From an optimization exercise on the open Yosys and OpenROAD flow, aimed at small area; shortcuts taken in it are not production practice. The RTL was checked by simulation tests, not by an equivalence proof against the original design. No activity file was given, so power comes from the tool's default toggle rates.

== run a ==
==> module fp16_approximate_adder, before the edit <==
module fp16_approximate_adder (
    input  wire [15:0] x,
    input  wire        sy,
    input  wire [10:0] y,     
    input  wire        clr,
    input  wire        kill,
    input  wire        hold,
    output wire [15:0] r
);
    wire sx = x[15];
    wire [4:0] ex = x[14:10], ey = y[10:6];
    wire [9:0] mx = x[9:0];
    wire [5:0] my = y[5:0];
    genvar i;
    wire [6:0] bc;
    assign bc[0] = 1'b0;
    generate for (i = 0; i < 6; i = i + 1) begin : g_bm
        assign bc[i+1] = (!mx[i+4] & my[i]) | (!mx[i+4] & bc[i]) | (my[i] & bc[i]);
    end endgenerate
    wire bm = bc[6];
    wire [5:0] tb;
    wire [5:0] t;
    assign tb[0] = 1'b0;
    generate for (i = 0; i < 5; i = i + 1) begin : g_t
        assign t[i] = ex[i] ^ ey[i] ^ tb[i];
        assign tb[i+1] = (!ex[i] & ey[i]) | (!(ex[i] ^ ey[i]) & tb[i]);
    end endgenerate
    assign t[5] = tb[5];
    wire tz = t[4:0] == 5'd0;
    wire x_ge = kill | (!clr & !t[5] & (!tz | !bm));
    wire sh4 = !((t[5:2] == 4'b0000) | ((t[5:2] == 4'b1111) & (t[1] | t[0])));
    wire sh1 = !sh4 & t[0];
    wire sh2 = !sh4 & (t[1] ^ (t[0] & t[5]));
    wire xl = x_ge | hold;                 
    wire [4:0] el = xl ? ex : ey;
    wire hx = ex != 5'd0, hy = ey != 5'd0;
    wire [10:0] L = xl ? {1'b1, mx} : {1'b1, my, 4'd0};
    wire [10:0] S = x_ge ? {hy, my, 4'd0} : {hx, mx};
    wire nz = !(clr | kill | hold);
    wire o0 = nz & !sh4 & !sh1 & !sh2, o1 = nz & sh1 & !sh2, o2 = nz & !sh1 & sh2,
         o3 = nz & sh1 & sh2, o4 = nz & sh4;
    wire [14:0] Sx = {4'b0, S};
    wire [10:0] S3;
    generate for (i = 0; i < 11; i = i + 1) begin : g_sh
        assign S3[i] = (o0 & Sx[i]) | (o1 & Sx[i+1]) | (o2 & Sx[i+2]) | (o3 & Sx[i+3]) | (o4 & Sx[i+4]);
    end endgenerate
    wire sub = !hold & (sx ^ sy);
    wire [10:0] B = S3 ^ {11{sub}};
    wire [11:0] cc;
    wire [11:0] sum;
    assign cc[0] = sub;
    generate for (i = 0; i < 11; i = i + 1) begin : g_s
        assign sum[i] = L[i] ^ B[i] ^ cc[i];
        assign cc[i+1] = (L[i] & B[i]) | (cc[i] & (L[i] ^ B[i]));
    end endgenerate
    assign sum[11] = cc[11] & !sub;
    wire up = sum[11], dn = !sum[11] & !sum[10];
    wire kp = !sum[11] & sum[10];
    wire zero = !clr & !hold & (x_ge ? !hx : !hy);
    wire upm = up & !zero & (el != 5'd30);
    wire kpm = kp & !zero & (el != 5'd31);
    wire dnm = dn & !zero & (el != 5'd0);
    wire [11:0] sx0 = {sum[10:0], 1'b0};
    wire [9:0] mr;
    generate for (i = 0; i < 10; i = i + 1) begin : g_n
        assign mr[i] = (upm & sum[i+1]) | (kpm & sum[i]) | (dnm & sx0[i]);
    end endgenerate
    wire [5:0] k;
    wire [4:0] er;
    assign k[0] = up | dn;
    generate for (i = 0; i < 5; i = i + 1) begin : g_e
        assign er[i] = el[i] ^ k[i];
        assign k[i+1] = k[i] & (el[i] ^ dn);
    end endgenerate
    assign r[15] = xl ? sx : sy;
    assign r[14:10] = zero ? 5'd0 : er;
    assign r[9:0] = mr;
endmodule
==> flow/config.mk <==
export PLATFORM = sky130hd
export DESIGN_NAME = fp16_approx_systolic_array
export DESIGN_NICKNAME = fp16_approx_systolic_array
export VERILOG_FILES = /design/flow/design.v
export SDC_FILE = /design/flow/constraint.sdc
export NUM_CORES = 8
export LEC_CHECK = 0
export CAP_MARGIN = 10
export CORE_MARGIN = 2
export CORE_UTILIZATION = 70
export GPL_TIMING_DRIVEN = 0
export PLACE_DENSITY = 0.8
export SLEW_MARGIN = 10
==> flow/constraint.sdc <==
create_clock -name core_clock -period 12.0 [get_ports {clk}]
set_input_delay 2.4000 -clock core_clock [delete_from_list [all_inputs] [get_ports {clk}]]
set_output_delay 2.4000 -clock core_clock [all_outputs]
set_load 0.01 [all_outputs]
standard.sh (not shown) runs the stock make flow with config.mk's settings and CLKGATE_MAP_FILE= SYNTH_SCRIPT=/design/flow/synth_recipe.tcl, a recipe that flattens the netlist after the stock synthesis.
==> flow/flow/run.sh <==
#!/bin/bash
# Own flow: the standard layout (standard.sh), with two changes in synthesis: Yosys's synth
# runs without its generic ABC pass (-noabc), and the final ABC technology mapping uses an
# area-oriented script (flow/area.abc) instead of ORFS's abc_speed/abc_area scripts. Everything
# else (the Yosys passes, the registers, and every layout step) is the standard flow's, except
# for the clock tree synthesis options (cts_args below), the port buffers' cell and buffer trees
# for the high-fanout signal nets, built before repair_design (flow/pre_resize.tcl).
set -euo pipefail
here=$(pwd)
# synth_recipe.tcl with the abc command's -script argument replaced
{
  cat <<TCL
proc abc {args} {
  set i [lsearch -exact \$args -script]
  if {\$i >= 0} { lset args [expr {\$i + 1}] {$here/flow/area.abc} }
  puts "own flow: abc -script [lindex \$args [expr {\$i + 1}]]"
  yosys abc {*}\$args
}
TCL
  head -n 1 synth_recipe.tcl
  # replaces synth_recipe.tcl's synth (its first line) with one that also skips the generic ABC
  # pass inside synth's fine stage, so that extract_fa sees the adders as written
  echo 'proc synth {args} { yosys synth -nofsm -noshare -noabc {*}$args }'
  tail -n +2 synth_recipe.tcl
} > own_synth.tcl
# clock tree: larger sink clusters and no dummy loads (fewer clock buffers)
cts_args="-sink_clustering_enable -repair_clock_nets -dont_use_dummy_load -sink_clustering_size 25 -sink_clustering_max_diameter 120"
bash standard.sh SYNTH_SCRIPT="$here/own_synth.tcl" synth > synth.log 2>&1
# every input and output port still gets its buffer, the smallest one (buf_1)
# before repair_design: buffer trees for the high-fanout nets (flow/pre_resize.tcl)
bash standard.sh SYNTH_SCRIPT="$here/own_synth.tcl" CTS_ARGS="$cts_args" \
  BUFFER_PORTS_ARGS="-buffer_cell sky130_fd_sc_hd__buf_1" PRE_RESIZE_TCL="$here/flow/pre_resize.tcl" \
  finish > layout.log 2>&1
Other scripts of this flow, unchanged in this note and not shown: flow/flow/area.abc, flow/flow/hf_tree.tcl, flow/flow/pre_resize.tcl
Inputs modified between run a and run b:
--- a/flow/design.v
+++ b/flow/design.v
@@ -159,14 +159,14 @@
         assign cc[i+1] = (L[i] & B[i]) | (cc[i] & (L[i] ^ B[i]));
     end endgenerate
     assign sum[11] = cc[11] & !sub;
     wire up = sum[11], dn = !sum[11] & !sum[10];
     wire kp = !sum[11] & sum[10];
-    wire zero = !clr & !hold & (x_ge ? !hx : !hy);
+    wire zero = !clr & !hold & (el == 5'd0);
     wire upm = up & !zero & (el != 5'd30);
     wire kpm = kp & !zero & (el != 5'd31);
-    wire dnm = dn & !zero & (el != 5'd0);
+    wire dnm = dn & !zero;    
     wire [11:0] sx0 = {sum[10:0], 1'b0};
     wire [9:0] mr;
     generate for (i = 0; i < 10; i = i + 1) begin : g_n
         assign mr[i] = (upm & sum[i+1]) | (kpm & sum[i]) | (dnm & sx0[i]);
     end endgenerate
==> run notes <==
Run b vs run a — power rose 1.2 mW.
From run a to run b the numbers moved as follows: utilization essentially unchanged, top fanout value on the critical path went up by 18%.
Run a → run b: power share of the clock group did not really move; vertical die dimension ~0 delta.

[static timing again, ports no longer ideal]
The flow's constraints put no driver on any port. The routed layouts listed below were extracted and timed again, unchanged, in two steps. Step 1 sets driving cells, clkbuf_16 on the clock port and buf_2 on the other inputs (assumed; they add their load-dependent delay and slew). Step 2, shift: input delay + t, output delay - t, t = (earliest + latest rising clock arrival at the registers) / 2. This alone moves slack from input paths to output paths. a / b / c = ideal / step 1 / step 2; a / b = the first two.
run	t (ns)	slack for setup (ns)	worst data-port slew with drivers (ns)
run a	1.059	0.311 / 0.405 / -0.654	0.20
run b	1.049	0.609 / 0.712 / -0.337	0.27
Met with ideal ports but missed after step 2: setup timing in run a and run b. The setup slack of run a, which loses most, moves by +0.094 ns with the drivers and by -0.965 ns with both steps.
